This is an optimization exercise on Yosys and OpenROAD, whose aim is small area, a short achievable clock period and few clock cycles per item, not a production implementation.
Only simulation tests tie the RTL to the original design; equivalence was not proved.
Power figures rest on the tool's default switching activity, not on a simulated workload.

## flow/design.v (module list and top-level ports; edited modules follow where they fit)
// module ml_accel: 1079 lines
// module fa_cell: 4 lines
// module rd_port: 14 lines
module ml_accel(
    input wire clk,
    input wire rst,
    input wire w_en,
    input wire r_en,
    input wire [5:0] addr,
    input wire [31:0] w_data,
    output reg [31:0] r_data,
    output reg done
    );
  // ...
==> flow/flow/run.sh <==
#!/bin/bash
# Standard layout, with two changes to how cells are sized:
#  - the port buffers are buf_2 cells instead of the default (a delay-buffer
#    cell that timing repair cannot resize away);
#  - timing repair may resize a cell to one of a different width.
set -euo pipefail
export BUFFER_PORTS_ARGS="-buffer_cell sky130_fd_sc_hd__buf_2"
bash standard.sh MATCH_CELL_FOOTPRINT=0 finish > standard.log 2>&1
==> flow/standard.sh <==
#!/bin/bash
# synth_recipe.tcl (not shown) runs the flow's synth.tcl, then flattens the netlist and writes it again
# the make line also repeats each setting of config.mk as NAME=value (left out here)
make -C /OpenROAD-flow-scripts/flow DESIGN_CONFIG=/design/flow/config.mk WORK_HOME=/design/flow/orfs CLKGATE_MAP_FILE= SYNTH_SCRIPT=/design/flow/synth_recipe.tcl "${@:-finish}"
==> flow/config.mk <==
export PLATFORM = sky130hd
export DESIGN_NAME = ml_accel
export DESIGN_NICKNAME = ml_accel
export VERILOG_FILES = /design/flow/design.v
export SDC_FILE = /design/flow/constraint.sdc
export NUM_CORES = 4
export LEC_CHECK = 0
export ABC_AREA = 1
export CAP_MARGIN = 20
export CORE_MARGIN = 2
export CORE_UTILIZATION = 55
export CTS_BUF_LIST = sky130_fd_sc_hd__clkbuf_8 sky130_fd_sc_hd__clkbuf_16
export CTS_CLUSTER_DIAMETER = 80
export CTS_CLUSTER_SIZE = 30
export PLACE_DENSITY = 0.7
export SETUP_SLACK_MARGIN = 4.7
export SLEW_MARGIN = 20
export SYNTH_HIERARCHICAL = 1
export SYNTH_MINIMUM_KEEP_SIZE = 0
==> flow/constraint.sdc <==
create_clock -name core_clock -period 10.0 [get_ports {clk}]
set_input_delay 2.0000 -clock core_clock [delete_from_list [all_inputs] [get_ports {clk}]]
set_output_delay 2.0000 -clock core_clock [all_outputs]
set_load 0.01 [all_outputs]
==> metrics.md, run 1 <==
| Metric | Value |
|---|---|
| Die width | `239 um` |
| Setup total negative slack | `0 ns` |
| Register clock-pin slew on the reported worst setup and hold paths | `0.10 ns` |
| Clk. pwr | `1.23 mW` |
| Hold Vio Cnt, Final | `0` |
| Post-synthesis xor/xnor area fraction | `8.94%` |
| Worst IR Drop VDD | `0.277 mV` |
| DR iter-0 viols | `2210` |
| Result of the run | `no timing/DRC/antenna violations` |
| Switching power | `4.40 mW` |
| Max cap viols | `0` |
| Number of non-clock inverters in the layout | `178` |
| Cell-internal power | `5.46 mW` |
| Multiplexer share of the synthesized area | `0.0661%` |
| Category of cells accounting for the largest share of critical-path delay | `simple AND/OR/NAND/NOR gates` |
| Worst-case reg-to-reg path depth | `10` |
| Total Routing Usage GR | `31.0%` |
| Core box area | `54100 um2` |
| Count of sequential standard cells | `441` |
| Total setup buffers inserted after CTS | `5` |
| Critical register-to-register path endpoint | `acc_s[31]` |
| Tmin final | `5.25 ns` |
| Maximum number of pins on one net before global-route repair | `76` |
| Type of element capturing the critical path | `output port` |
| Net Count, Synth | `3360` |
| Top class by area | `multi-input gates` |
| #MultiIn Comb | `2167` |
| DPL Wire Length | `60600 um` |
| Weighted congestion reported at the end of routability-driven placement | `0.971` |
| Total overflow reported by the global router | `0` |
| CTS hold repair buffers | `0` |
| Non-clock buffering overhead | `2.47%` |
| Seq/total area | `37.5%` |
| Wire length per cell after detailed routing | `24.0 um` |
| Biggest registers after layout | `vec_a: 128 flops, vec_b: 128 flops` |
Testbench counts, summed over its fixed seeds: cycles 30,962, items 4,000.
==> inputs of run 2 (changes only) <==
--- a/flow/config.mk
+++ b/flow/config.mk
@@ -14,6 +14,7 @@
 export CTS_CLUSTER_SIZE = 30
 export PLACE_DENSITY = 0.7
-export SETUP_SLACK_MARGIN = 4.7
+export SETUP_SLACK_MARGIN = 5
 export SLEW_MARGIN = 20
 export SYNTH_HIERARCHICAL = 1
 export SYNTH_MINIMUM_KEEP_SIZE = 0
+export TNS_END_PERCENT = 10
==> metrics.md, run 2 <==
| Metric | Value |
|---|---|
| Series of cell instances along the critical path | `buf_2 > nor2_4 > nand2_8 > nor2_4 > buf_6 > nand3_1 > nand2_1 > buf_2` |
| CTS HTree Levels | `1` |
| Most frequent standard cell in the layout excluding fill and tap cells | `sky130_fd_sc_hd__nand2_1` |
| Setup repair after global routing missed its margin | `true` |
| Category of cells accounting for the largest share of critical-path delay | `simple AND/OR/NAND/NOR gates` |
| FFs w/ async S/R, synth | `16.6%` |
| CTS hold repair buffers | `0 (unchanged)` |
| Start-to-end type of the worst setup path | `input pin to output port` |
| Die width | `239 um (unchanged)` |
| Critical-path cell with the highest stage delay | `sky130_fd_sc_hd__nor2_4` |
| Library cell with the highest instance count after synthesis | `sky130_fd_sc_hd__nand2_1` |
| Routed wire length | `89000 um` |
| Cell types with the largest area share after synthesis | `sky130_fd_sc_hd__edfxtp_1 (29%), sky130_fd_sc_hd__fa_1 (18%), sky130_fd_sc_hd__xor2_1 (8.1%)` |
| Remaining routing DRC violations | `0` |
| Number of nets with antenna violations after detailed routing | `0` |
| Ranking of synthesized cells by instance count | `sky130_fd_sc_hd__nand2_1 (492), sky130_fd_sc_hd__edfxtp_1 (288), sky130_fd_sc_hd__xor2_1 (281), sky130_fd_sc_hd__fa_1 (274), sky130_fd_sc_hd__o22ai_1 (254)` |
| Vias per std cell | `6.24` |
| Global-route wire length before repair | `135000 um` |
| Static Leakage | `13.5 nW` |
| Net Count, Synth | `3360 (unchanged)` |
| Total number of yosys warnings | `9` |
| Area added between synthesis and finish | `7.87%` |
| Total overflow reported by the global router | `0 (unchanged)` |
| Share of the synthesized area in the top cell type | `28.6%` |
| Total Routing Usage GR | `31.1% (+0.12 points)` |
| Number of enable-type register cells in the synthesized netlist | `288` |
| Clock latency reported for the late side of the worst-skew pair | `0.65 ns` |
| Fmax achieved | `197 MHz` |
| Final setup violating endpoints | `0` |
| Final setup skew | `0.0566 ns` |
| Post-route fraction of the period consumed by the critical path | `50.6%` |
| Final Hold Slack | `0.470 ns` |
| I/O pin total | `75` |
| Placement Rows | `85` |
| Area enclosed by the die boundary | `56900 um2` |
| Fraction of layout cells with a size suffix above 1 | `10.2%` |
| Tmin final | `5.06 ns (-0.188 ns)` |
| Register clock-pin slew on the reported worst setup and hold paths | `0.11 ns (about the same)` |
| Post-synthesis instance total | `2955` |
| Predominant post-synthesis flop cell | `sky130_fd_sc_hd__edfxtp_1` |
| Number of synthesized register bits | `441` |
| Share of the yosys chip area belonging to registers | `39.9%` |
| Biggest registers after layout | `vec_a: 128 flops, vec_b: 128 flops` |
| Max cap viols | `0 (unchanged)` |
| Setup total negative slack | `0 ns (unchanged)` |
| Maximum number of pins on one net before global-route repair | `82 (+7.9%)` |
| Result of the run | `no timing/DRC/antenna violations` |
| Weighted congestion reported at the end of routability-driven placement | `0.996 (+2.6%)` |
| Root buffer cell | `sky130_fd_sc_hd__clkbuf_16` |
| CP peak stage delay | `0.15 ns` |
| Final instance area | `32700 um2` |
| Count of clock tree sinks | `441` |
| Number of non-filler instances in the completed layout | `3671` |
| Timing startpoint of the critical path | `addr[1]` |
| Hold Vio Cnt, Final | `0 (unchanged)` |
| Most used cells in the layout excluding fill and tap cells | `sky130_fd_sc_hd__nand2_1 (487), sky130_fd_sc_hd__edfxtp_1 (288), sky130_fd_sc_hd__xor2_1 (279), sky130_fd_sc_hd__fa_1 (273), sky130_fd_sc_hd__o22ai_1 (254)` |
| Nature of the critical path startpoint | `input pin` |
| Cell accounting for the most synthesized area | `sky130_fd_sc_hd__edfxtp_1` |
| Setup slack after layout | `4.94 ns` |
| Final net count | `3359` |
| Avg Inst Size Synth | `10.2 um2` |
| Number of distinct standard cells referenced by the synthesized netlist | `46` |
| Buffers on Ports | `74` |
| Post-Place Worst Slack | `3.98 ns` |
| Final Slew Violations | `0` |
| Worst IR Drop VDD | `0.319 mV (+15%)` |
| Least-Margin Pin Slew | `1.09 ns` |
| Launch point of the worst hold path | `vb[0]` |
| Initial Util | `55.9%` |
| Type of element capturing the critical path | `output port` |
| DR iter-0 viols | `2610 (+18%)` |
| DPL Wire Length | `60900 um (+0.41%)` |
| Count of buffer and inverter cells on the critical path | `3` |
| Core box area | `54100 um2 (unchanged)` |
| Launching point of the worst reg2reg path | `diff[12]` |
| Number of detailed-routing iterations run before antenna repair | `6` |
| Count of vias placed by the detailed router | `22899` |
| Number of antenna violations at the first check in global routing | `2` |
| Type of the worst min-delay path | `register to register` |
| Maximum root-to-sink buffer count | `3` |
| Placed Instance Area | `31200 um2` |
| Cell Count Post-Placement | `3599` |
| Arrival time worst endpoint | `3.06 ns` |
| Critical path peak fanout | `8` |
| Clock buffer count from CTS | `26` |
| Clock tree from TritonCTS | `done` |
| Wire length per cell after detailed routing | `24.2 um (+0.99%)` |
| Data required time at the worst endpoint | `8.00 ns` |
| Height of the die | `239 um` |
| Post-synthesis cell area | `30300 um2` |
| PwrDens | `308 nW/um2` |
| Vias in the first global route | `22656` |
| Tightest slew margin relative to the limit | `27.4%` |
-- run 2: cell counts after synthesis --
Identical to the previous run, type by type.
-- run 2: report_power, final --
group	total, mW	switching, mW	internal [mW]	leakage, nW
registers	2.55	0.191	2.36	4.10
logic	6.25	3.60	2.65	8.93
clock network	1.25	0.720	0.530	0.470
-- run 2: worst paths after layout --
kind                               to  slack, ns  cells after the start
setup / recovery           r_data[12]       4.94                      8
hold / removal                  vb[0]       0.47                      2
setup reg to reg            acc_s[31]       5.06                     10
hold reg to reg                 vb[0]       0.47                      2
max in group asynchronous   acc_s[29]       7.56                      3
min in group asynchronous       vb[2]       1.32                      2
-- run 2: per-layer routing --
metal,share of wire [%],wire length (um),GRT usage (%)
met1,40,35200,41.9
met3,8.8,7790,5.13
met4,4.0,3570,11.1
met5,0.016,14,0
met2,48,42400,51.2
-- run 2: area by class of cell --
cell class                      count  area [um2]
Inverter                          178         702
Clock buffer                       26         651
Antenna cell                        1        2.50
Tap cell                          696         871
Multi-Input combinational cell   2168       17000
Fill cell                        4441       21500
Clock inverter                     22         283
Timing Repair Buffer              139        1020
Sequential cell                   441       12100
-- run 2: tightest hold or removal path, cell delays in order, from the launching register on --
cell and delay [ns]:
sky130_fd_sc_hd__dfrtp_1 0.34, sky130_fd_sc_hd__inv_1 0.05, sky130_fd_sc_hd__o21ai_0 0.06
-- run 2: cells by family (layout without fill, tap and decap cells) --
family / count (synthesis) / in the layout / synth area share, %
simple gates: 966 / 973 / 13.9
compound gates: 520 / 520 / 10.4
flops: 441 / 441 / 39.9
fa+ha+maj: 363 / 363 / 21.8
buf+inv: 353 / 365 / 4.98
xor+xnor: 309 / 309 / 8.94
mux: 2 / 2 / 0.0661
other cells: 1 / 2 / 0.0124
-- run 2: what timing repair did --
item	in CTS	in global routing
resized for setup	39	58
setup buffers	7	8
endpoints found under the hold margin	0	0
pin swaps	12	14
cloned	6	2
endpoints found under the setup margin	51	56
-- run 2: per-module statistics from Yosys (local to each module, per instance) --
module | cell area, um2 | copies in the design
ml_accel | 24200 | 1
rd_port | 632 | 1
fa_cell | 20.0 | 272
-- run 2: stage by stage --
stage / util, % / power, mW
detailed placement: 57.6 / 8.74
finish: 60.3 / 10.1
global placement: 57.4 / 8.37
floorplan: - / 6.93
CTS: 59.8 / 10.0
global route: 60.3 / 11.0
==> inputs of run 3 (changes only) <==
--- a/flow/config.mk
+++ b/flow/config.mk
@@ -7,5 +7,5 @@
 export LEC_CHECK = 0
 export ABC_AREA = 1
-export CAP_MARGIN = 20
+export CAP_MARGIN = 5
 export CORE_MARGIN = 2
 export CORE_UTILIZATION = 55
@@ -14,7 +14,6 @@
 export CTS_CLUSTER_SIZE = 30
 export PLACE_DENSITY = 0.7
-export SETUP_SLACK_MARGIN = 5
-export SLEW_MARGIN = 20
+export SETUP_SLACK_MARGIN = 4.8
+export SLEW_MARGIN = 5
 export SYNTH_HIERARCHICAL = 1
 export SYNTH_MINIMUM_KEEP_SIZE = 0
-export TNS_END_PERCENT = 10
==> metrics.md, run 3 <==
| Metric | Value |
|---|---|
| Die width | `239 um (unchanged)` |
| Share of the yosys chip area belonging to registers | `39.9% (unchanged)` |
| Predominant post-synthesis flop cell | `sky130_fd_sc_hd__edfxtp_1` |
| Vias in the first global route | `22854 (+0.87%)` |
| Tmin final | `5.09 ns (+0.0214 ns)` |
| Critical register-to-register path endpoint | `acc_s[31]` |
| Wire length per cell after detailed routing | `23.9 um (-1.3%)` |
| Clock latency reported for the late side of the worst-skew pair | `0.63 ns (-0.02 ns)` |
| Worst reg-to-reg setup slack | `4.92 ns (-0.14 ns)` |
| Post-route fraction of the period consumed by the critical path | `50.9% (+0.21 points)` |
| Setup repair after global routing missed its margin | `true` |
| Maximum root-to-sink buffer count | `3 (unchanged)` |
| Net Count, Synth | `3360 (unchanged)` |
| Portion of total power attributed to combinational logic | `61.8% (-0.4 points)` |
| Number of detailed-routing iterations run before antenna repair | `8 (+2)` |
| Share of the synthesized area in the top cell type | `28.6% (unchanged)` |
| DPL Wire Length | `60600 um (-0.40%)` |
| Final setup skew | `0.0349 ns (-0.0217 ns)` |
| Number of nets with antenna violations after detailed routing | `0 (unchanged)` |
| Worst-case reg-to-reg path depth | `10 (unchanged)` |
| Final Slew Violations | `0 (unchanged)` |
| Biggest registers after layout | `vec_a: 128 flops, vec_b: 128 flops` |
| Launch point of the worst hold path | `vb[1]` |
| Worst hold path endpoint | `vb[1]` |
| Area added between synthesis and finish | `6.63%` |
| Maximum number of pins on one net before global-route repair | `76 (-7.3%)` |
| Height of the die | `239 um (unchanged)` |
| Most frequent standard cell in the layout excluding fill and tap cells | `sky130_fd_sc_hd__nand2_1` |
| Final net count | `3350 (-0.27%)` |
| Share of power burned in the clock network | `12.5% (about the same)` |
| Nature of the critical path startpoint | `register` |
| Worst IR Drop VDD | `0.280 mV (-12%)` |
| Arrival time worst endpoint | `3.09 ns (+0.03 ns)` |
| Total overflow reported by the global router | `0 (unchanged)` |
| Type of element capturing the critical path | `output port` |
| Tightest slew margin relative to the limit | `22.8% (-4.6 points)` |
| Type of the worst min-delay path | `register to register` |
| I/O pin total | `75 (unchanged)` |
| FFs w/ async S/R, synth | `16.6% (unchanged)` |
| Cell-internal power | `5.48 mW (-1.1%)` |
| Launching point of the worst reg2reg path | `diff[12]` |
| Data required time at the worst endpoint | `8.00 ns (about the same)` |
| Number of antenna violations at the first check in global routing | `1 (-1)` |
| Avg Inst Size Synth | `10.2 um2 (unchanged)` |
| Final setup violating endpoints | `0 (unchanged)` |
| Switching power | `4.41 mW (-2.3%)` |
| DR iter-0 viols | `2175 (-17%)` |
| Number of synthesized register bits | `441 (unchanged)` |
| Max cap viols | `0 (unchanged)` |
| Fraction of power spent switching nets | `44.6% (-0.31 points)` |
| Area enclosed by the die boundary | `56900 um2 (unchanged)` |
| Result of the run | `no timing/DRC/antenna violations` |
| Post-synthesis instance total | `2955 (unchanged)` |
| Proportion of power drawn by flip-flops and latches | `25.7% (+0.4 points)` |
| CTS hold repair buffers | `0 (unchanged)` |
| Most used cells in the layout excluding fill and tap cells | `sky130_fd_sc_hd__nand2_1 (489), sky130_fd_sc_hd__edfxtp_1 (288), sky130_fd_sc_hd__xor2_1 (281), sky130_fd_sc_hd__fa_1 (274), sky130_fd_sc_hd__o22ai_1 (254)` |
| CTS HTree Levels | `1 (unchanged)` |
| Final Hold Slack | `0.469 ns (-0.000426 ns)` |
| Setup total negative slack | `0 ns (unchanged)` |
| Placement Rows | `85 (unchanged)` |
| Ranking of synthesized cells by instance count | `sky130_fd_sc_hd__nand2_1 (492), sky130_fd_sc_hd__edfxtp_1 (288), sky130_fd_sc_hd__xor2_1 (281), sky130_fd_sc_hd__fa_1 (274), sky130_fd_sc_hd__o22ai_1 (254)` |
| Total number of yosys warnings | `9 (unchanged)` |
| Vias per std cell | `6.22 (-0.32%)` |
| Core box area | `54100 um2 (unchanged)` |
| Number of distinct standard cells referenced by the synthesized netlist | `46 (unchanged)` |
| Total Routing Usage GR | `31.0% (-0.11 points)` |
| Remaining routing DRC violations | `0 (unchanged)` |
| Post-synthesis cell area | `30300 um2 (unchanged)` |
| PwrDens | `306 nW/um2 (-0.51%)` |
| Clock tree from TritonCTS | `done` |
| Cell accounting for the most synthesized area | `sky130_fd_sc_hd__edfxtp_1` |
| Root buffer cell | `sky130_fd_sc_hd__clkbuf_16` |
| Hold path depth | `2 (unchanged)` |
| Least-Margin Pin Slew | `1.16 ns (+0.0683 ns)` |
| Count of clock tree sinks | `441 (unchanged)` |
| Register clock-pin slew on the reported worst setup and hold paths | `0.10 ns (about the same)` |
| Static Leakage | `13.4 nW (-0.65%)` |
| Fmax achieved | `197 MHz (-0.42%)` |
| Placed Instance Area | `31100 um2 (-0.16%)` |
| Global-route wire length before repair | `135000 um (-0.17%)` |
| Fraction of layout cells with a size suffix above 1 | `8.82% (-1.4 points)` |
| Start-to-end type of the worst setup path | `register to output port` |
| Post-layout power | `9.89 mW (-1.7%)` |
| Number of enable-type register cells in the synthesized netlist | `288 (unchanged)` |
| Critical path peak fanout | `6 (-2)` |
| Clock buffer count from CTS | `25 (-3.8%)` |
| Count of vias placed by the detailed router | `22732 (-0.73%)` |
| Final instance area | `32300 um2 (-1.1%)` |
| Routed wire length | `87500 um (-1.7%)` |
| Cell types with the largest area share after synthesis | `sky130_fd_sc_hd__edfxtp_1 (29%), sky130_fd_sc_hd__fa_1 (18%), sky130_fd_sc_hd__xor2_1 (8.1%)` |
| Initial Util | `55.9% (unchanged)` |
| Buffers on Ports | `74 (unchanged)` |
| Weighted congestion reported at the end of routability-driven placement | `0.971 (-2.5%)` |
| Hold Vio Cnt, Final | `0 (unchanged)` |
| Library cell with the highest instance count after synthesis | `sky130_fd_sc_hd__nand2_1` |
## run 3: changes by cell type in the layout (fill, tap and decap cells not counted), sizes merged
cell | before | now
buf | 139 | 131
bufinv | 0 | 1
clkbuf | 26 | 27
clkinv | 16 | 14
clkinvlp | 8 | 7
inv | 176 | 171
nand2 | 518 | 517
## run 3: critical path, cell delays in order, from the launching register on
cell                        delay (ns)
sky130_fd_sc_hd__dfrtp_1          0.37
sky130_fd_sc_hd__ha_1             0.44
sky130_fd_sc_hd__a21oi_1          0.34
sky130_fd_sc_hd__o21ai_0          0.25
sky130_fd_sc_hd__nand2_1          0.13
sky130_fd_sc_hd__o2111ai_1        0.21
sky130_fd_sc_hd__a21oi_1          0.22
sky130_fd_sc_hd__nand3_1          0.09
sky130_fd_sc_hd__nand2_1          0.12
sky130_fd_sc_hd__nand3_1          0.08
sky130_fd_sc_hd__nand2_1          0.11
sky130_fd_sc_hd__buf_2            0.13
## run 3: cells by family after synthesis
family	share of synthesized area, %
other	0.0124
and+or+nand+nor	13.9
muxes	0.0661
DFF	39.9
buffers and inverters	4.98
adders and majority gates	21.8
AOI/OAI and AO/OA	10.4
xor gates and xnor gates	8.94
## run 3: through the flow
stage	setup slack, ns	instances	util, %
2_1_floorplan	4.91	2955	-
3_3_place_gp	4.04	3598	57.5
3_5_place_dp	3.93	3598	57.5
4_1_cts	4.81	3649	59.4
5_1_grt	4.77	3655	59.6
6_report	4.91	3656	59.6
## run 3: how the worst max path moves through the flow
stage / startpoint / to / slack, ns / depth (start not counted)
2_1_floorplan: addr[5] / vec_a[3][0] / 4.91 / 4
3_3_place_gp: addr[2] / diff[24] / 4.04 / 23
3_5_place_dp: addr[2] / diff[20] / 3.93 / 23
4_1_cts: b_one[7] / acc_s[31] / 4.81 / 10
5_1_grt: acc_s[0] / r_data[24] / 4.77 / 14
6_report: acc_s[21] / r_data[28] / 4.91 / 11
## run 3: per-layer routing
layer | wire, um | part of all wire (%) | up-vias | GRT usage, %
met5 | 0 | 0 | - | 0
met4 | 3690 | 4.2 | 0 | 11.7
met3 | 7740 | 8.8 | 206 | 5.31
met2 | 41400 | 47 | 1200 | 50.7
met1 | 34600 | 40 | 11202 | 41.7
li1 | - | - | 10124 | -
## run 3: layout make-up
cell class	count	area, um2
antenna	1	2.50
clock buffer	26	651
clock inverter	15	259
fill	4562	21900
inverter	178	698
multi-input combinational	2167	16900
sequential	441	12100
tap	696	871
timing repair buffer	132	842
## run 3: timing repair
action,in CTS,in global routing
buffers inserted,5,5
resized for setup,10,22
setup endpoints to repair,45,47
cloned,5,1
pin swaps,5,2
## run 3: Yosys stat by module (local to each module, per instance)
module	cell area [um2]	flip-flops and latches
ml_accel	24200	441
fa_cell	20.0	0
rd_port	632	0
## run 3: power groups by stage
stage / Combinational (mW) / Clock [mW] / Sequential (mW)
6_report: 6.11 / 1.23 / 2.55
5_1_grt: 6.97 / 1.31 / 2.57
4_1_cts: 6.15 / 1.25 / 2.54
3_5_place_dp: 6.11 / 0 / 2.58
3_3_place_gp: 5.84 / 0 / 2.58
2_1_floorplan: 4.44 / 0 / 2.49
==> inputs of run 4 (changes only) <==
--- a/flow/config.mk
+++ b/flow/config.mk
@@ -7,5 +7,5 @@
 export LEC_CHECK = 0
 export ABC_AREA = 1
-export CAP_MARGIN = 5
+export CAP_MARGIN = 20
 export CORE_MARGIN = 2
 export CORE_UTILIZATION = 55
@@ -15,5 +15,5 @@
 export PLACE_DENSITY = 0.7
 export SETUP_SLACK_MARGIN = 4.8
-export SLEW_MARGIN = 5
+export SLEW_MARGIN = 20
 export SYNTH_HIERARCHICAL = 1
 export SYNTH_MINIMUM_KEEP_SIZE = 0
==> metrics.md, run 4 <==
| Metric | Value |
|---|---|
| Die width | `239 um (unchanged)` |
| Cell accounting for the most synthesized area | `sky130_fd_sc_hd__edfxtp_1` |
| Hold Vio Cnt, Final | `0 (unchanged)` |
| Vias per std cell | `6.22 (unchanged)` |
| Core box area | `54100 um2 (unchanged)` |
| Height of the die | `239 um (unchanged)` |
| Number of distinct standard cells referenced by the synthesized netlist | `46 (unchanged)` |
| Fmax achieved | `197 MHz (unchanged)` |
| Fraction of layout cells with a size suffix above 1 | `8.82% (unchanged)` |
| Number of antenna violations at the first check in global routing | `1 (unchanged)` |
| Net Count, Synth | `3360 (unchanged)` |
| Worst hold path endpoint | `vb[1]` |
| Initial Util | `55.9% (unchanged)` |
| Weighted congestion reported at the end of routability-driven placement | `0.971 (unchanged)` |
| Maximum number of pins on one net before global-route repair | `76 (unchanged)` |
| Remaining routing DRC violations | `0 (unchanged)` |
| Routed wire length | `87500 um (unchanged)` |
| Worst IR Drop VDD | `0.280 mV (unchanged)` |
| Global-route wire length before repair | `135000 um (unchanged)` |
| Total overflow reported by the global router | `0 (unchanged)` |
| Number of synthesized register bits | `441 (unchanged)` |
| Vias in the first global route | `22854 (unchanged)` |
| DR iter-0 viols | `2175 (unchanged)` |
| Worst reg-to-reg setup slack | `4.92 ns (about the same)` |
| Clock buffer count from CTS | `25 (unchanged)` |
| Data required time at the worst endpoint | `8.00 ns (about the same)` |
| Area enclosed by the die boundary | `56900 um2 (unchanged)` |
| Cell Count Post-Placement | `3598 (unchanged)` |
| Final net count | `3350 (unchanged)` |
| Tightest slew margin relative to the limit | `22.8% (unchanged)` |
| Final setup violating endpoints | `0 (unchanged)` |
| Buffers on Ports | `74 (unchanged)` |
| Final setup skew | `0.0349 ns (unchanged)` |
| Maximum root-to-sink buffer count | `3 (unchanged)` |
| Tmin final | `5.09 ns (unchanged)` |
| Placement Rows | `85 (unchanged)` |
| I/O pin total | `75 (unchanged)` |
| FFs w/ async S/R, synth | `16.6% (unchanged)` |
| Critical path peak fanout | `6 (unchanged)` |
| Launch point of the worst hold path | `vb[1]` |
| Post-synthesis instance total | `2955 (unchanged)` |
| Cell types with the largest area share after synthesis | `sky130_fd_sc_hd__edfxtp_1 (29%), sky130_fd_sc_hd__fa_1 (18%), sky130_fd_sc_hd__xor2_1 (8.1%)` |
| Register clock-pin slew on the reported worst setup and hold paths | `0.10 ns (about the same)` |
| Avg Inst Size Synth | `10.2 um2 (unchanged)` |
| Static Leakage | `13.4 nW (unchanged)` |
| Number of enable-type register cells in the synthesized netlist | `288 (unchanged)` |
| Setup total negative slack | `0 ns (unchanged)` |
| PwrDens | `306 nW/um2 (unchanged)` |
| Result of the run | `no timing/DRC/antenna violations` |
| Biggest registers after layout | `vec_a: 128 flops, vec_b: 128 flops` |
| Type of the worst min-delay path | `register to register` |
| Share of the synthesized area in the top cell type | `28.6% (unchanged)` |
| Final Slew Violations | `0 (unchanged)` |
| Type of element capturing the critical path | `output port` |
| Series of cell instances along the critical path | `ha_1 > a21oi_1 > o21ai_0 > nand2_1 > o2111ai_1 > a21oi_1 > nand3_1 > nand2_1 > nand3_1 > nand2_1 > buf_2` |
| Start-to-end type of the worst setup path | `register to output port` |
| Setup repair after global routing missed its margin | `true` |
| Total Routing Usage GR | `31.0% (unchanged)` |
| Ranking of synthesized cells by instance count | `sky130_fd_sc_hd__nand2_1 (492), sky130_fd_sc_hd__edfxtp_1 (288), sky130_fd_sc_hd__xor2_1 (281), sky130_fd_sc_hd__fa_1 (274), sky130_fd_sc_hd__o22ai_1 (254)` |
| Cell mode on critical path | `sky130_fd_sc_hd__nand2_1` |
| Total number of yosys warnings | `9 (unchanged)` |
| Max cap viols | `0 (unchanged)` |
| Most frequent standard cell in the layout excluding fill and tap cells | `sky130_fd_sc_hd__nand2_1` |
| Hold path depth | `2 (unchanged)` |
| Area added between synthesis and finish | `6.63% (unchanged)` |
| Number of nets with antenna violations after detailed routing | `0 (unchanged)` |
| Wire length per cell after detailed routing | `23.9 um (unchanged)` |
| Root buffer cell | `sky130_fd_sc_hd__clkbuf_16` |
| Predominant post-synthesis flop cell | `sky130_fd_sc_hd__edfxtp_1` |
| CTS HTree Levels | `1 (unchanged)` |
| CP peak stage delay | `0.44 ns (about the same)` |
| Post-layout power | `9.89 mW (unchanged)` |
| Count of clock tree sinks | `441 (unchanged)` |
| Share of the yosys chip area belonging to registers | `39.9% (unchanged)` |
| Count of vias placed by the detailed router | `22732 (unchanged)` |
| Post-route fraction of the period consumed by the critical path | `50.9% (unchanged)` |
| DPL Wire Length | `60600 um (unchanged)` |
| Number of non-filler instances in the completed layout | `3656 (unchanged)` |
| Clock tree from TritonCTS | `done` |
| Least-Margin Pin Slew | `1.16 ns (unchanged)` |
| CTS hold repair buffers | `0 (unchanged)` |
| Worst-case reg-to-reg path depth | `10 (unchanged)` |
| Launching point of the worst reg2reg path | `diff[12]` |
| Nature of the critical path startpoint | `register` |
| Number of detailed-routing iterations run before antenna repair | `8 (unchanged)` |
| Critical register-to-register path endpoint | `acc_s[31]` |
| Clock latency reported for the late side of the worst-skew pair | `0.63 ns (about the same)` |
| Arrival time worst endpoint | `3.09 ns (about the same)` |
| Critical-path cell with the highest stage delay | `sky130_fd_sc_hd__ha_1` |
| Post-synthesis cell area | `30300 um2 (unchanged)` |
| Most used cells in the layout excluding fill and tap cells | `sky130_fd_sc_hd__nand2_1 (489), sky130_fd_sc_hd__edfxtp_1 (288), sky130_fd_sc_hd__xor2_1 (281), sky130_fd_sc_hd__fa_1 (274), sky130_fd_sc_hd__o22ai_1 (254)` |
| Library cell with the highest instance count after synthesis | `sky130_fd_sc_hd__nand2_1` |
[run 4: critical path, delay by kind of cell, from the launching register on]
family | cells | cell delay, ns
compound gates | 4 | 1.02
fa+ha+maj | 1 | 0.44
buf+inv | 1 | 0.13
flops | 1 | 0.37
simple gates | 5 | 0.53
[run 4: timing repair]
item                       CTS  global route
pin swaps                    5             2
hold endpoints to repair     0             0
setup endpoints to repair   45            47
gates cloned                 5             1
setup buffers                5             5
resized for setup           10            22
[run 4: per-stage QoR]
stage / util [%] / area (um2) / hold slack, ns / setup WS, ns
2_1_floorplan: - / 30300 / 0.427 / 4.91
3_3_place_gp: 57.5 / 31100 / 0.439 / 4.04
3_5_place_dp: 57.5 / 31100 / 0.447 / 3.93
4_1_cts: 59.4 / 32100 / 0.471 / 4.81
5_1_grt: 59.6 / 32300 / 0.504 / 4.77
6_report: 59.6 / 32300 / 0.469 / 4.91
[run 4: power breakdown]
part,internal (mW),switching [mW]
Combinational,2.59,3.52
Clock,0.536,0.698
Sequential,2.36,0.190
[run 4: cell families after synthesis]
logic type,synth area share [%]
mux,0.0661
xor+xnor,8.94
compound gates,10.4
other cells,0.0124
flops,39.9
buf+inv,4.98
fa+ha+maj,21.8
simple gates,13.9
[run 4: cell type report]
type | instances | area, um2
Clock buffer | 26 | 651
Timing Repair Buffer | 132 | 842
Tap cell | 696 | 871
Clock inverter | 15 | 259
Inverter | 178 | 698
Sequential cell | 441 | 12100
Multi-Input combinational cell | 2167 | 16900
Antenna cell | 1 | 2.50
Fill cell | 4562 | 21900
[run 4: worst max path at each step]
| stage | start | to |
|---|---|---|
| after floorplan | addr[5] | vec_a[3][0] |
| after global placement | addr[2] | diff[24] |
| after detailed placement | addr[2] | diff[20] |
| after CTS | b_one[7] | acc_s[31] |
| after global routing | acc_s[0] | r_data[24] |
| final | acc_s[21] | r_data[28] |
[run 4: per-module statistics from Yosys, one instance, submodules excluded]
module / copies in the design / cell area, um2 / cells / flip-flops and latches
ml_accel: 1 / 24200 / 2565 / 441
rd_port: 1 / 632 / 118 / 0
fa_cell: 272 / 20.0 / 1 / 0
[run 4: metal layers]
metal | part of all wire, % | wire length, um | up-vias | track usage (%)
met5 | 0 | 0 | - | 0
met4 | 4.2 | 3690 | 0 | 11.7
met3 | 8.8 | 7740 | 206 | 5.31
met2 | 47 | 41400 | 1200 | 50.7
met1 | 40 | 34600 | 11202 | 41.7
li1 | - | - | 10124 | -
==> inputs of run 5 (changes only) <==
--- a/flow/config.mk
+++ b/flow/config.mk
@@ -13,4 +13,5 @@
 export CTS_CLUSTER_DIAMETER = 80
 export CTS_CLUSTER_SIZE = 30
+export GPL_ROUTABILITY_DRIVEN = 0
 export PLACE_DENSITY = 0.7
 export SETUP_SLACK_MARGIN = 4.8
==> metrics.md, run 5 <==
| Metric | Value |
|---|---|
| Cell accounting for the most synthesized area | `sky130_fd_sc_hd__edfxtp_1` |
| Critical path peak fanout | `8 (+2)` |
| Simple-gate share of the synthesized area | `13.9% (unchanged)` |
| Post-synthesis instance total | `2955 (unchanged)` |
| DR iter-0 viols | `2554 (+17%)` |
| Remaining routing DRC violations | `0 (unchanged)` |
| Share of the synthesized area in compound gates (AO/OA/AOI/OAI) | `10.4% (unchanged)` |
| Ranking of synthesized cells by instance count | `sky130_fd_sc_hd__nand2_1 (492), sky130_fd_sc_hd__edfxtp_1 (288), sky130_fd_sc_hd__xor2_1 (281), sky130_fd_sc_hd__fa_1 (274), sky130_fd_sc_hd__o22ai_1 (254)` |
| Total overflow reported by the global router | `0 (unchanged)` |
| Number of detailed-routing iterations run before antenna repair | `6 (-2)` |
| Count of vias placed by the detailed router | `23102 (+1.6%)` |
| Wire length per cell after detailed routing | `23.2 um (-3.1%)` |
| Worst IR Drop VDD | `0.301 mV (+7.5%)` |
| Area added between synthesis and finish | `7.02%` |
| Setup total negative slack | `0 ns (unchanged)` |
| Height of the die | `239 um (unchanged)` |
| Final Hold Slack | `0.470 ns (+0.00116 ns)` |
| Buffers on Ports | `74 (unchanged)` |
| Number of antenna violations at the first check in global routing | `1 (unchanged)` |
| Area enclosed by the die boundary | `56900 um2 (unchanged)` |
| Initial Util | `55.9% (unchanged)` |
| Number of synthesized register bits | `441 (unchanged)` |
| Maximum root-to-sink buffer count | `3 (unchanged)` |
| Fraction of layout cells with a size suffix above 1 | `8.73% (-0.093 points)` |
| Data required time at the worst endpoint | `8.00 ns (about the same)` |
| Vias per std cell | `6.32 (+1.7%)` |
| Post-layout utilization of the core | `59.8% (+0.21 points)` |
| Cell Count Post-Placement | `3594 (-0.11%)` |
| Tightest slew margin relative to the limit | `25.9% (+3.1 points)` |
| CTS HTree Levels | `1 (unchanged)` |
| Number of distinct standard cells referenced by the synthesized netlist | `46 (unchanged)` |
| Clock buffer count from CTS | `26 (+4.0%)` |
| Biggest registers after layout | `vec_a: 128 flops, vec_b: 128 flops` |
| Arrival time worst endpoint | `3.08 ns (about the same)` |
| Share of the synthesized area in the top cell type | `28.6% (unchanged)` |
| Most used cells in the layout excluding fill and tap cells | `sky130_fd_sc_hd__nand2_1 (490), sky130_fd_sc_hd__edfxtp_1 (288), sky130_fd_sc_hd__xor2_1 (280), sky130_fd_sc_hd__fa_1 (273), sky130_fd_sc_hd__o22ai_1 (254)` |
| Register clock-pin slew on the reported worst setup and hold paths | `0.11 ns (about the same)` |
| Final net count | `3346 (-0.12%)` |
| Setup repair after global routing missed its margin | `true` |
| Setup slack after layout | `4.92 ns (+0.00637 ns)` |
| Final setup skew | `0.0634 ns (+0.0285 ns)` |
| Total Routing Usage GR | `29.9% (-1.1 points)` |
| CTS hold repair buffers | `0 (unchanged)` |
| Count of clock tree sinks | `441 (unchanged)` |
| Routed wire length | `84700 um (-3.2%)` |
| FILL cells | `4422 (-3.1%)` |
| Adder-cell share of the synthesized area | `21.8% (unchanged)` |
| Predominant post-synthesis flop cell | `sky130_fd_sc_hd__edfxtp_1` |
| Most frequent standard cell in the layout excluding fill and tap cells | `sky130_fd_sc_hd__nand2_1` |
| I/O pin total | `75 (unchanged)` |
| Library cell with the highest instance count after synthesis | `sky130_fd_sc_hd__nand2_1` |
| Least-Margin Pin Slew | `1.11 ns (-0.0470 ns)` |
| Post-route fraction of the period consumed by the critical path | `50.8% (-0.064 points)` |
| Post-Place Worst Slack | `3.96 ns (+0.0231 ns)` |
| Avg Inst Size Synth | `10.2 um2 (unchanged)` |
| PwrDens | `309 nW/um2 (+0.96%)` |
| Type of element capturing the critical path | `output port` |
| Post-synthesis xor/xnor area fraction | `8.94% (unchanged)` |
| Fmax achieved | `197 MHz (+0.13%)` |
| Cell types with the largest area share after synthesis | `sky130_fd_sc_hd__edfxtp_1 (29%), sky130_fd_sc_hd__fa_1 (18%), sky130_fd_sc_hd__xor2_1 (8.1%)` |
| Final Slew Violations | `0 (unchanged)` |
| DPL Wire Length | `57600 um (-5.1%)` |
| Die width | `239 um (unchanged)` |
| Number of nets with antenna violations after detailed routing | `0 (unchanged)` |
| Static Leakage | `13.4 nW (+0.20%)` |
| Total number of yosys warnings | `9 (unchanged)` |
| Maximum number of pins on one net before global-route repair | `82 (+7.9%)` |
| Multiplexer share of the synthesized area | `0.0661% (unchanged)` |
| Global-route wire length before repair | `132000 um (-2.3%)` |
| Combinational family with the most area after synthesis | `adder cells` |
| Placement Rows | `85 (unchanged)` |
| Root buffer cell | `sky130_fd_sc_hd__clkbuf_16` |
| Nature of the critical path startpoint | `input pin` |
| Max cap viols | `0 (unchanged)` |
| Start-to-end type of the worst setup path | `input pin to output port` |
| Tmin final | `5.08 ns (-0.00637 ns)` |
| Number of enable-type register cells in the synthesized netlist | `288 (unchanged)` |
| Worst reg-to-reg setup slack | `4.93 ns (about the same)` |
| Clock latency reported for the late side of the worst-skew pair | `0.64 ns (about the same)` |
| Share of the yosys chip area belonging to registers | `39.9% (unchanged)` |
| Net Count, Synth | `3360 (unchanged)` |
| Hold Vio Cnt, Final | `0 (unchanged)` |
| Clock tree from TritonCTS | `done` |
| Vias in the first global route | `23371 (+2.3%)` |
| Result of the run | `no timing/DRC/antenna violations` |
| FFs w/ async S/R, synth | `16.6% (unchanged)` |
| Number of non-filler instances in the completed layout | `3653 (-0.082%)` |
| Core box area | `54100 um2 (unchanged)` |
| Post-synthesis cell area | `30300 um2 (unchanged)` |
| Type of the worst min-delay path | `register to register` |
| Final setup violating endpoints | `0 (unchanged)` |
==> run 5: cell count changes in the layout (fill, tap and decap cells not counted), sizes merged <==
cell | previous run | this run
buf | 131 | 126
clkinv | 14 | 21
bufinv | 1 | 3
clkinvlp | 7 | 4
inv | 171 | 167
==> run 5: where the power goes <==
part | switching (mW) | internal [mW] | leakage (nW)
combinational | 3.54 | 2.61 | 8.84
clock | 0.715 | 0.611 | 0.487
sequential | 0.188 | 2.36 | 4.10
==> run 5: worst paths after layout <==
check                      startpoint          to  cells past startpoint
max                           addr[5]  r_data[11]                      8
min                             vb[1]       vb[1]                      2
max in group asynchronous         rst   acc_s[19]                      3
min reg2reg                     vb[1]       vb[1]                      2
min in group asynchronous         rst       va[3]                      3
max reg2reg                  b_two[7]   acc_s[31]                     10
==> run 5: cell type report <==
type                       instances  area, um2  share of cell area (%)
tap                              696        871                    2.69
timing repair buffer             127        833                    2.57
sequential                       441      12100                    37.3
multi-input combinational       2167      16900                    52.1
inverter                         178        687                    2.12
antenna                            1       2.50                 0.00772
clock buffer                      26        651                    2.01
clock inverter                    17        392                    1.21
==> run 5: metal layers <==
metal | wire length, um | vias to the layer above | GRT usage [%]
li1 | - | 10125 | -
met1 | 33200 | 11382 | 39.6
met2 | 39900 | 1334 | 48.7
met3 | 8060 | 261 | 6.00
met4 | 3560 | 0 | 11.5
met5 | 0 | - | 0
==> run 5: repair_timing <==
item                       in CTS  in global routing
gates cloned                    5                  1
setup endpoints to repair      43                 54
resized for setup               9                 22
pin swaps                       5                  3
buffers inserted                5                  2
==> run 5: per-module statistics from Yosys (local to each module, per instance) <==
module | times used | cells
fa_cell | 272 | 1
rd_port | 1 | 118
ml_accel | 1 | 2565
==> run 5: worst max-delay path, stage by stage <==
cell and delay [ns]:
sky130_fd_sc_hd__buf_6 0.15, sky130_fd_sc_hd__nand2_1 0.06, sky130_fd_sc_hd__inv_1 0.09, sky130_fd_sc_hd__nand2_4 0.15
sky130_fd_sc_hd__nor2_8 0.24, sky130_fd_sc_hd__nand3_1 0.11, sky130_fd_sc_hd__nand2_1 0.14, sky130_fd_sc_hd__buf_2 0.14
==> run 5: cell families (layout without fill, tap and decap cells) <==
group,count (synthesis),after routing
AND/OR/NAND/NOR,966,972
AO/OA/AOI/OAI,520,520
flip-flops,441,441
adder cells (fa/ha/maj),363,363
buffers and inverters,353,348
XOR/XNOR,309,309
multiplexers,2,2
other,1,2
==> run 5: stage by stage <==
step                power, mW  instance area, um2
finish                   10.0               32400
global route             10.9               32400
CTS                      10.0               32300
detailed placement       8.59               31100
global placement         8.26               31100
floorplan                6.93               30300

==> separate check: timing with driven ports <==
The results above use ideal ports. As a check the final layouts listed here were re-extracted and re-timed, cells and wires unchanged. Step 1 (the two cells are an assumption about what drives the block):
set clk [get_ports {clk}]
set_driving_cell -lib_cell sky130_fd_sc_hd__clkbuf_16 $clk
set_driving_cell -lib_cell sky130_fd_sc_hd__buf_2 [delete_from_list [all_inputs] $clk]
Step 2 also shifts input and output timing later by t, the mid clock arrival at the registers, as if the neighbouring blocks saw the same clock. Slacks: ideal / step 1 / step 2; pairs: ideal / step 1.
| run | shift t [ns] | setup slack, ns | latest minus earliest clock arrival (ns) | pins driven straight from the clock port |
|---|---|---|---|---|
| run 1 | 0.664 | 4.748 / 4.691 / 4.412 | 0.044 / 0.044 | 1 |
| run 2 | 0.672 | 4.936 / 4.884 / 4.483 | 0.060 / 0.060 | 1 |
| run 3 | 0.665 | 4.914 / 4.857 / 4.441 | 0.040 / 0.039 | 1 |
| run 4 | 0.665 | 4.914 / 4.857 / 4.441 | 0.040 / 0.039 | 1 |
| run 5 | 0.669 | 4.921 / 4.883 / 4.401 | 0.065 / 0.065 | 1 |
After both steps every run listed still meets setup and hold. For run 5, which loses most, drivers alone change the setup slack by -0.038 ns; drivers and shift together by -0.520 ns.
